From an optimization exercise on the open Yosys and OpenROAD flow, aimed at small area, a short achievable clock period and few clock cycles; shortcuts taken in it are not production practice.
Only simulation tests tie the RTL to the original design; equivalence was not proved.

==> run a <==
## top
module top #(
    parameter ADDR_WIDTH = 5,
              DATA_WIDTH = 32
)(
    input  logic                  clk,
    input  logic                  rst,
    output logic [DATA_WIDTH-1:0] imem_addr_o,
    input  logic [DATA_WIDTH-1:0] imem_data_i,
    output logic [DATA_WIDTH-1:0] dmem_addr_o,
    output logic [DATA_WIDTH-1:0] dmem_wdata_o,
    output logic                  dmem_we_o,
    input  logic [DATA_WIDTH-1:0] dmem_rdata_i
);
    logic [11:2] pc_f;
    logic [31:0] instr_d;
    logic [11:2] pc_d;
    logic        valid_d, fused_d;
    logic [31:0] a_e, b_e, t_e;
    logic [4:0]  rd_e, shamt_e;
    logic [2:0]  f3_e;
    logic        we_e, load_e, store_e, br_e, jalr_e, pred_e;
    logic        sub_e, shl_e, fill_e, cmps_e;
    logic [7:0]  sel_e;
    logic [31:0] res_m, sd_m;
    logic [4:0]  rd_m;
    logic        we_m, load_m, store_m;
    logic [6:0] op_d;
    logic [4:0] rd_d, rs1_d, rs2_d;
    logic [2:0] f3_d;
    assign op_d  = instr_d[6:0];
    assign rd_d  = instr_d[11:7];
    assign f3_d  = instr_d[14:12];
    assign rs1_d = instr_d[19:15];
    assign rs2_d = instr_d[24:20];
    logic is_lui, is_auipc, is_jal, is_jalr, is_br, is_load, is_store, is_opimm, is_op;
    assign is_br    =  op_d[6] & ~op_d[2];
    assign is_jalr  =  op_d[6] &  op_d[2] & ~op_d[3];
    assign is_jal   =  op_d[6] &  op_d[3];
  ...
Settings: LEC_CHECK=0, CAP_MARGIN=20, CORE_MARGIN=2, CORE_UTILIZATION=45, SLEW_MARGIN=20; clock period 12.0 ns.
standard.sh (not shown) runs the stock make flow with config.mk's settings and CLKGATE_MAP_FILE= SYNTH_SCRIPT=/design/flow/synth_recipe.tcl, a recipe that flattens the netlist after the stock synthesis.
==> flow/flow/run.sh <==
#!/bin/bash
set -e
export SETUP_SLACK_MARGIN=8.2
export CTS_ARGS="-sink_clustering_enable -repair_clock_nets -dont_use_dummy_load -sink_clustering_size 20 -sink_clustering_max_diameter 60 -buf_list sky130_fd_sc_hd__clkbuf_16"
bash standard.sh > standard.log 2>&1
==> inputs of run b, as changes to run a <==
--- a/flow/design.v
+++ b/flow/design.v
@@ -142,46 +142,35 @@
     logic sub_d;
     assign sub_d = is_br | ((is_op | is_opimm) & f3_d[2:1] == 2'b01) |
                    (is_op & f3_d == 3'b000 & instr_d[30]);
     logic back_d, stall, ex_redirect;
     logic [11:2] ex_target;
-    assign back_d      = is_br & (instr_d[31] | f3_d == 3'b001);    
+    assign back_d      = is_br & instr_d[31];
     assign stall       = valid_d & load_e &
                          ((uses1_d & rs1_d == rd_e) | (uses2_d & rs2_d == rd_e));
     assign imem_addr_o = {20'd0, pc_f, 2'b00};
     logic [31:0] iw;
-    logic        if_jal, if_br, if_fuse;
+    logic        if_jal, if_fuse, if_redirect;
     logic [11:2] jal_target, br_target, fuse_target;
     assign iw          = imem_data_i;
     assign if_jal      = iw[6] & iw[3];
-    assign if_br       = iw[6] & ~iw[2] & (iw[31] | iw[14:12] == 3'b001);
+    assign if_redirect = if_jal | (iw[6] & ~iw[2] & iw[31]);
     assign jal_target  = pc_f + {iw[20], iw[30:22]};
     assign br_target   = pc_f + {iw[7], iw[30:25], iw[11:9]};
     assign if_fuse     = valid_d & is_auipc & (rd_d != 5'd0) &
                          iw[6] & iw[2] & ~iw[3] & (iw[19:15] == rd_d);
     assign fuse_target = pc_d + iw[31:22];
-    logic        s_ex, s_st, s_keep, s_fu, s_j, s_b, s_inc;
-    logic [11:2] pc_next;
-    assign s_ex   = ex_redirect;
-    assign s_st   = ~ex_redirect & stall;
-    assign s_keep = ~ex_redirect & ~stall;
-    assign s_fu   = s_keep & if_fuse;
-    assign s_j    = s_keep & if_jal;
-    assign s_b    = s_keep & if_br;
-    assign s_inc  = s_keep & ~if_fuse & ~if_jal & ~if_br;
-    assign pc_next = ({10{s_ex}}  & ex_target)
-                   | ({10{s_st}}  & pc_d)
-                   | ({10{s_fu}}  & fuse_target)
-                   | ({10{s_j}}   & jal_target)
-                   | ({10{s_b}}   & br_target)
-                   | ({10{s_inc}} & (pc_f + 10'd1));
     always_ff @(posedge clk, posedge rst)
         if (rst) begin
             pc_f    <= 10'd0;
             valid_d <= 1'b0;
         end else begin
-            pc_f    <= pc_next;
+            if (ex_redirect)      pc_f <= ex_target;
+            else if (stall)       pc_f <= pc_d;
+            else if (if_fuse)     pc_f <= fuse_target;
+            else if (if_redirect) pc_f <= if_jal ? jal_target : br_target;
+            else                  pc_f <= pc_f + 10'd1;
             valid_d <= ~(ex_redirect | stall);
         end
     always_ff @(posedge clk) begin
         instr_d <= imem_data_i;
         pc_d    <= pc_f;
@@ -203,11 +192,11 @@
             br_e    <= issue & is_br;
             jalr_e  <= issue & is_jalr & ~fused_d;
         end
     always_ff @(posedge clk) begin
         rd_e   <= rd_d;
-        pred_e <= back_d;
+        pred_e <= instr_d[31];
         a_e    <= src1;
         b_e    <= {32{sub_d}} ^ ((is_op | is_br) ? src2 : (is_store ? imm_s : imm_i));
         if (is_store)                       t_e <= src2;
         else if (is_lui)                    t_e <= imm_u;
         else if (is_auipc)                  t_e <= {imm_u[31:12], pc_d, 2'b00};
==> flow/flow/run.sh (replaced) <==
#!/bin/bash
set -e
export SETUP_SLACK_MARGIN=8.4
bash standard.sh > standard.log 2>&1
==> inputs of run c, as changes to run a <==
==> flow/flow/run.sh (replaced) <==
#!/bin/bash
set -e
export SETUP_SLACK_MARGIN=8.35
export CTS_ARGS="-sink_clustering_enable -repair_clock_nets -dont_use_dummy_load -sink_clustering_size 20 -sink_clustering_max_diameter 60 -buf_list sky130_fd_sc_hd__clkbuf_16"
bash standard.sh > standard.log 2>&1
Settings changed: CORE_UTILIZATION 45 to 50.
==> inputs of run d, as changes to run a <==
==> flow/flow/run.sh (replaced) <==
#!/bin/bash
set -e
export SETUP_SLACK_MARGIN=8.4
bash standard.sh > standard.log 2>&1
==> metrics.csv <==
metric,value,unit
swShare,0.312,
outcome,timing/DRC/antenna clean,
worst-r2r-cell-count,11,
cp_num_cells,11,
bufAreaShareNonClock,0.0578,
first_global_vias,47500,
fin_nets,5120,
fillers,10600,
synth_area,58200,um^2
the above is filed under run d

==> metrics.csv <==
metric,value,unit
fin_nets,5098,
swShare,0.325,
fillers,9373,
synth_area,58200,um^2
outcome,timing/DRC/antenna clean,
worst-r2r-cell-count,9,
first_global_vias,46700,
the above is filed under run c

==> metrics.csv <==
metric,value,unit
first_global_vias,49500,
fin_nets,5443,
outcome,timing/DRC/antenna clean,
swShare,0.324,
fillers,11200,
the above is filed under run b

==> metrics.csv <==
metric,value,unit
worst-r2r-cell-count,13,
outcome,timing/DRC/antenna clean,
first_global_vias,46800,
fillers,10900,
cp_num_cells,13,
fin_nets,5033,
bufAreaShareNonClock,0.0486,
the above is filed under run a

Testbench counts of run a, summed over its fixed seeds: cycles 26,215.
Testbench counts of run b, summed over its fixed seeds: cycles 26,771.
Testbench counts of run c, summed over its fixed seeds: cycles 26,215.
Testbench counts of run d, summed over its fixed seeds: cycles 26,215.

static timing again, ports no longer ideal:
How much do the figures lean on ideal ports? The routed layouts below were timed once more, with nothing changed but the port constraints.
Step 1 sets driving cells, clkbuf_16 on the clock port and buf_2 on the other inputs (assumed; they add their load-dependent delay and slew).
Step 2 adds t to the input delays and takes it off the output delays; t is the mean of the earliest and latest rising clock arrival at the registers after step 1. Input paths then give back, and output paths get back, about the clock's delay inside the block.
a / b / c = no drivers / after step 1 / after step 2; a / b = the first two.
run | t, ns | setup slack, ns | worst setup path after step 2 | slew at the worst register clock pin (ns)
run a | 0.774 | 8.075 / 8.075 / 7.415 | input to register | 0.08 / 0.08
run b | 0.877 | 7.824 / 7.879 / 7.003 | input to register | 0.07 / 0.07
run c | 0.782 | 8.129 / 8.048 / 7.429 | input to register | 0.09 / 0.09
run d | 0.843 | 8.167 / 8.167 / 7.502 | input to register | 0.07 / 0.07
After both steps setup and hold are still met in every run listed. The setup slack of run b, which loses most, moves by +0.055 ns with the drivers and by -0.821 ns with both steps.
